Source: an optimization exercise on an open RTL-to-GDS flow (aim: small area). Production flows keep margins and buffers that such runs may drop.
Where RTL was checked, it was by simulation tests only, not by an equivalence proof against the original.

==> run a: inputs <==
Design math_sqrtf32, start of the top module:
module math_sqrtf32
(
	input logic 		clk,
	input logic 		rst_n,
	input logic 		sqrt_op_en,
	input logic [31:0] 	sqrt_rb,
	output logic 		sqrt_ra_en,
	output logic [31:0] sqrt_ra,
	output logic 		sqrt_lvf_flag
);
clock: 16.0 ns
lec_check: 0
abc_area: 1
cap_margin: 20
core_margin: 2
core_utilization: 40
cts_buf_list: sky130_fd_sc_hd__clkbuf_8
place_density: 0.95
slew_margin: 20
synth_memory_max_bits: 65536
standard.sh (not shown) runs the stock make flow with config.mk's settings and CLKGATE_MAP_FILE= SYNTH_SCRIPT=/design/flow/synth_recipe.tcl, a recipe that flattens the netlist after the stock synthesis.
==> flow/flow/run.sh <==
#!/bin/bash
# Own flow: the standard synthesis; then flow/gen4.py writes the same logic as a
# gate netlist (full adders and and-or carry chains mapped by hand) that keeps the
# standard synthesis's registers, names and cell types; then the standard layout.
# If the register sets do not match, the standard netlist is laid out instead.
set -uo pipefail
R=orfs/results/${FLOW_PLATFORM:-sky130hd}/math_sqrtf32/base
bash standard.sh synth > run_synth.log 2>&1 || exit 1
cp $R/1_2_yosys.v std_netlist.v
if python3 flow/gen4.py net flow/params.txt std_netlist.v gate_netlist.v > run_gen.log 2>&1; then
  cp gate_netlist.v $R/1_2_yosys.v
  rm -f $R/1_synth.odb $R/1_synth.sdc
  bash standard.sh synth > run_synth2.log 2>&1 || exit 1
fi
BUFFER_PORTS_ARGS="-buffer_cell sky130_fd_sc_hd__buf_1" bash standard.sh > run_layout.log 2>&1
Other scripts of this flow, unchanged in this note and not shown: flow/flow/gen4.py, flow/flow/params.txt
==> run b (differences from run a) <==
--- a/flow/config.mk
+++ b/flow/config.mk
@@ -10,6 +10,7 @@
 export CORE_MARGIN = 2
 export CORE_UTILIZATION = 40
 export CTS_BUF_LIST = sky130_fd_sc_hd__clkbuf_8
-export PLACE_DENSITY = 0.95
+export GPL_ROUTABILITY_DRIVEN = 0
+export PLACE_DENSITY = 0.85
 export SLEW_MARGIN = 20
 export SYNTH_MEMORY_MAX_BITS = 65536
==> run c (differences from run a) <==
--- a/flow/config.mk
+++ b/flow/config.mk
@@ -8,8 +8,7 @@
 export ABC_AREA = 1
 export CAP_MARGIN = 20
 export CORE_MARGIN = 2
-export CORE_UTILIZATION = 40
+export CORE_UTILIZATION = 60
 export CTS_BUF_LIST = sky130_fd_sc_hd__clkbuf_8
-export PLACE_DENSITY = 0.95
 export SLEW_MARGIN = 20
 export SYNTH_MEMORY_MAX_BITS = 65536
==> run d (differences from run a) <==
--- a/flow/config.mk
+++ b/flow/config.mk
@@ -10,6 +10,5 @@
 export CORE_MARGIN = 2
 export CORE_UTILIZATION = 40
 export CTS_BUF_LIST = sky130_fd_sc_hd__clkbuf_8
-export PLACE_DENSITY = 0.95
 export SLEW_MARGIN = 20
 export SYNTH_MEMORY_MAX_BITS = 65536
==> comparison <==
The lowest worst hold slack belongs to run a, the highest to run c. Of run c and run d, run c has the higher count of clock-buffer cells in the layout (gap 2). Fmax, highest first: run d, run c, run b, run a. In synthesized cell count, run a and run c do not differ. In run d the global-route usage is lower than in run c, by 7.2 points. Between run a and run d, the lower sequential share of layout area is in run d (gap 0.15 points). Area after synthesis is the same in run a and run d. The highest cell count belongs to run d, the lowest to run c. Between run a and run d, the lower wire length is in run d (gap 15%, measured against run d).
==> figures <==
metric                                                               run b                    run d                    run c                    run a
Number of placed cells counting well taps                             2337                     2365                     2237                     2339
Worst-skew pair later-pin latency                                  0.48 ns                  0.50 ns                  0.47 ns                  0.48 ns
Via count                                                            11400                    11000                    11300                    11800
Achievable Freq                                                 0.0645 GHz               0.0649 GHz               0.0648 GHz               0.0642 GHz
Critical path's largest stage delay                                0.43 ns                  0.52 ns                  0.43 ns                  0.44 ns
Detailed Routing Iterations Pass 1                                       5                        4                        5                        5
Wire length on met1                                               11100 um                 11800 um                 11700 um                 11400 um
Fillcell total                                                        3256                     3540                     2044                     3156
Horizontal die dimension                                            195 um                   195 um                   160 um                   195 um
RR Startpoint                                                     n_r1[32]                  q_r1[1]                  q_r1[1]                  q_r1[0]
Startpoint of the worst hold path                               code_r3[4]               code_r1[7]               code_r1[1]               code_r2[0]
Std-Cell Rows                                                           69                       69                       57                       69
Status                                             complete, no violations  complete, no violations  complete, no violations  complete, no violations
Pre-CTS setup slack                                             -0.0622 ns               -0.0290 ns                 0.168 ns                -0.673 ns
Data required time of the worst path                              16.41 ns                 16.42 ns                 16.41 ns                 16.40 ns
Met2 track demand over resource in global routing                    28.5%                    27.3%                    42.2%                    31.8%
DP Area                                                        15800 sq um              16100 sq um              15900 sq um              15800 sq um
Global-route wire length before repair                            46100 um                 45700 um                 45900 um                 50400 um


==> inputs of build 38 <==
math_sqrtf32, a different RTL version from the one above (not shown whole).
export LEC_CHECK = 0
export ABC_AREA = 1
export CAP_MARGIN = 20
export CORE_MARGIN = 2
export CORE_UTILIZATION = 40
export SLEW_MARGIN = 20
export SYNTH_MEMORY_MAX_BITS = 65536
create_clock -name core_clock -period 16.0 [get_ports {clk}]
run.sh (not shown) runs the stock make flow with config.mk's settings and CLKGATE_MAP_FILE= SYNTH_SCRIPT=/design/flow/synth_recipe.tcl, a recipe that flattens the netlist after the stock synthesis.
Stock flow here: none of the scripts above is used.
==> trial 8 (differences from build 38) <==
Settings changed: CTS_BUF_LIST set to sky130_fd_sc_hd__clkbuf_8, CTS_CLUSTER_SIZE set to 20.
==> notes.md <==
Run status: build 38 no timing/DRC/antenna violations; trial 8 no timing/DRC/antenna violations
Layout buffering overhead excluding clock cells: build 38 4.38%; trial 8 4.42%
Synthesis-to-finish area growth: build 38 12.3%; trial 8 11.1%
Met1 demand-to-capacity share in global routing: build 38 24.3%; trial 8 24.1%
CP Data Arrival Time: build 38 15590 ps; trial 8 15610 ps
Cell chosen for the clock root: build 38 clkbuf_16; trial 8 clkbuf_8
Met2 Routed Length: build 38 20.8 mm; trial 8 20.7 mm
Final Skew: build 38 16.5 ps; trial 8 18.1 ps
First-pass GRT wire length: build 38 67.8 mm; trial 8 67.6 mm
Layout cells sized above 1: build 38 5.58%; trial 8 5.49%
Share of cell area taken by multi-input logic gates: build 38 62.1%; trial 8 62.7%
Clk tree area frac: build 38 3.23%; trial 8 2.27%
Vias in the first global route: build 38 13700; trial 8 13600
Fill cell instance count of the final layout: build 38 4279; trial 8 4302
Total routing resource utilization after global routing: build 38 19.0%; trial 8 19.0%
Final WL: build 38 41.7 mm; trial 8 41.6 mm
Slew @ Worst Pin: build 38 931 ps; trial 8 937 ps
Instance count on the critical path: build 38 45; trial 8 44
Reg clk slew, reported paths: build 38 80 ps; trial 8 110 ps
Layout Cell Area excl Fill: build 38 19400 sq um; trial 8 19200 sq um


==> v15 <==
Another version of the RTL of math_sqrtf32 (not shown whole).
Design math_sqrtf32, start of the top module:
module math_sqrtf32
(
	input logic 		clk,
	input logic 		rst_n,
	input logic 		sqrt_op_en,
	input logic [31:0] 	sqrt_rb,
	output logic 		sqrt_ra_en,
	output logic [31:0] sqrt_ra,
	output logic 		sqrt_lvf_flag
);
Settings: LEC_CHECK=0, ABC_AREA=1, CAP_MARGIN=20, CORE_MARGIN=2, CORE_UTILIZATION=40, CTS_BUF_LIST=sky130_fd_sc_hd__clkbuf_8, GPL_TIMING_DRIVEN=0, SLEW_MARGIN=20, SYNTH_MEMORY_MAX_BITS=65536; clock period 16.0 ns.
standard.sh (not shown) runs the stock make flow with config.mk's settings and CLKGATE_MAP_FILE= SYNTH_SCRIPT=/design/flow/synth_recipe.tcl, a recipe that flattens the netlist after the stock synthesis.
Scripts as last shown in full above: flow/flow/run.sh
Other scripts of this flow, unchanged in this note and not shown: flow/flow/gen4.py, flow/flow/params.txt
==> inputs of v17, as changes to v15 <==
Settings changed: GPL_TIMING_DRIVEN 0 to not set.
==> results.ini <==
[cells_and_area]
seq_area_share_pct = 22.6
n_clock_buffer = 17
final-seq-area_um2 = 3820
drive_above_1_share_pct = 12.7
clk_share_pct = 2.57

[run_status]
status = finished clean

[worst_setup_path]
crit_fanout = 11
rrSetupSlack_ns = 0.45

[clocking]
ctsResizeCount = 5

[route]
wl_met2_um = 14000
finalWirelength_um = 25700

[sta]
fmax_mhz = 64.3
finalWorstSetupSlack_ns = 0.451

(the above is from v17)
==> results.ini <==
[run_status]
status = finished clean

[route]
drtIter0Drc = 146
finalWirelength_um = 24500

[clocking]
ctsResizeCount = 41

[cells_and_area]
final-seq-area_um2 = 3840
clk_share_pct = 2.50
drive_above_1_share_pct = 13.2
n_clock_buffer = 19

[worst_setup_path]
rrSetupSlack_ns = 0.56
crit_fanout = 9

[synth]
syn_area_per_cell_um2 = 9.06

[sta]
fmax_mhz = 64.8
finalWorstSetupSlack_ns = 0.564

(the above is from v15)
Function was not checked in any run of this note: the RTL went through the layout flow alone.


==> run B: inputs <==
math_sqrtf32 with an RTL version that a note above also has.
==> flow/config.mk <==
export PLATFORM = sky130hd
export DESIGN_NAME = math_sqrtf32
export DESIGN_NICKNAME = math_sqrtf32
export VERILOG_FILES = /design/flow/design.v
export SDC_FILE = /design/flow/constraint.sdc
export NUM_CORES = 4
export LEC_CHECK = 0
export ABC_AREA = 1
export CAP_MARGIN = 5
export CORE_MARGIN = 2
export CORE_UTILIZATION = 40
export CTS_BUF_LIST = sky130_fd_sc_hd__clkbuf_8
export SLEW_MARGIN = 5
export SYNTH_MEMORY_MAX_BITS = 65536
==> flow/constraint.sdc <==
create_clock -name core_clock -period 16.0 [get_ports {clk}]
set_input_delay 3.2000 -clock core_clock [delete_from_list [all_inputs] [get_ports {clk}]]
set_output_delay 3.2000 -clock core_clock [all_outputs]
set_load 0.01 [all_outputs]
Scripts as last shown in full above: flow/flow/run.sh
Other scripts of this flow, unchanged in this note and not shown: flow/flow/gen4.py, flow/flow/params.txt
==> run F: changes against run B <==
Settings changed: CAP_MARGIN 5 to 20, PLACE_DENSITY set to 0.85, SLEW_MARGIN 5 to 20.
==> notes.md <==
                                                                     run B               run F
Number of vias per cell                                              4.556               4.792
Worst hold margin                                                 329.9 ps            333.6 ps
Met3 Usage GRT                                                     0.02971             0.02608
GR met1 Demand/Resource                                             0.1682              0.1448
Setup clock skew after layout                                     20.02 ps            18.32 ps
Area used by multi-input combinational logic                    11150 um^2          11180 um^2
Pre-CTS setup slack                                              -28.98 ps           -62.15 ps
Hold path start                                         code_r1[7]$_DFF_P_  code_r3[4]$_DFF_P_
Met1 routed wirelength after detailed routing                     11810 um            11130 um
Measured slew at the worst slew-check pin                         919.5 ps            933.0 ps
Sequential fraction of total cell area                              0.2271              0.2288
Final cell count without fillers                                      2405                2385
Proportion of layout cells with a drive suffix above 1             0.09362             0.09044
Net count, final                                                      2024                2004
Outcome                                   no timing/DRC/antenna violations  no timing/DRC/antenna violations

afterwards: timing with drivers on the ports:
The flow's constraints put no driver on any port. The routed layouts listed below were extracted and timed again, unchanged, in two steps.
Step 1 sets driving cells, clkbuf_16 on the clock port and buf_2 on the other inputs (assumed; they add their load-dependent delay and slew).
Step 2 also shifts input and output timing later by t, the mid clock arrival at the registers, as if the neighbouring blocks saw the same clock.
a / b / c = ideal / step 1 / step 2; a / b = the first two.
| run | shift t [ns] | setup WS [ns] | hold WS [ns] | worst register clock-pin slew, ns |
|---|---|---|---|---|
| run a of note 1 | 0.512 | 0.413 / 0.413 / 0.405 | 0.326 / 0.326 / 0.326 | 0.11 / 0.11 |
| run b of note 1 | 0.518 | 0.489 / 0.489 / 0.489 | 0.334 / 0.334 / 0.334 | 0.11 / 0.11 |
| run c of note 1 | 0.506 | 0.566 / 0.566 / 0.564 | 0.334 / 0.334 / 0.334 | 0.11 / 0.11 |
| run d of note 1 | 0.531 | 0.596 / 0.596 / 0.596 | 0.330 / 0.330 / 0.330 | 0.12 / 0.12 |
| build 38 | 0.481 | 0.732 / 0.732 / 0.446 | 0.319 / 0.319 / 0.319 | 0.08 / 0.08 |
| trial 8 | 0.508 | 0.753 / 0.753 / 0.356 | 0.319 / 0.319 / 0.319 | 0.12 / 0.12 |
| v15 | 0.524 | 0.564 / 0.564 / 0.365 | 0.334 / 0.334 / 0.334 | 0.10 / 0.10 |
| v17 | 0.527 | 0.451 / 0.451 / 0.451 | 0.325 / 0.325 / 0.325 | 0.10 / 0.10 |
| run B of note 4 | 0.531 | 0.596 / 0.596 / 0.596 | 0.330 / 0.330 / 0.330 | 0.12 / 0.12 |
| run F of note 4 | 0.518 | 0.489 / 0.489 / 0.489 | 0.334 / 0.334 / 0.334 | 0.11 / 0.11 |
After both steps every run listed still meets setup and hold. For trial 8, which loses most, drivers alone change the setup slack by 0.000 ns; drivers and shift together by -0.397 ns.
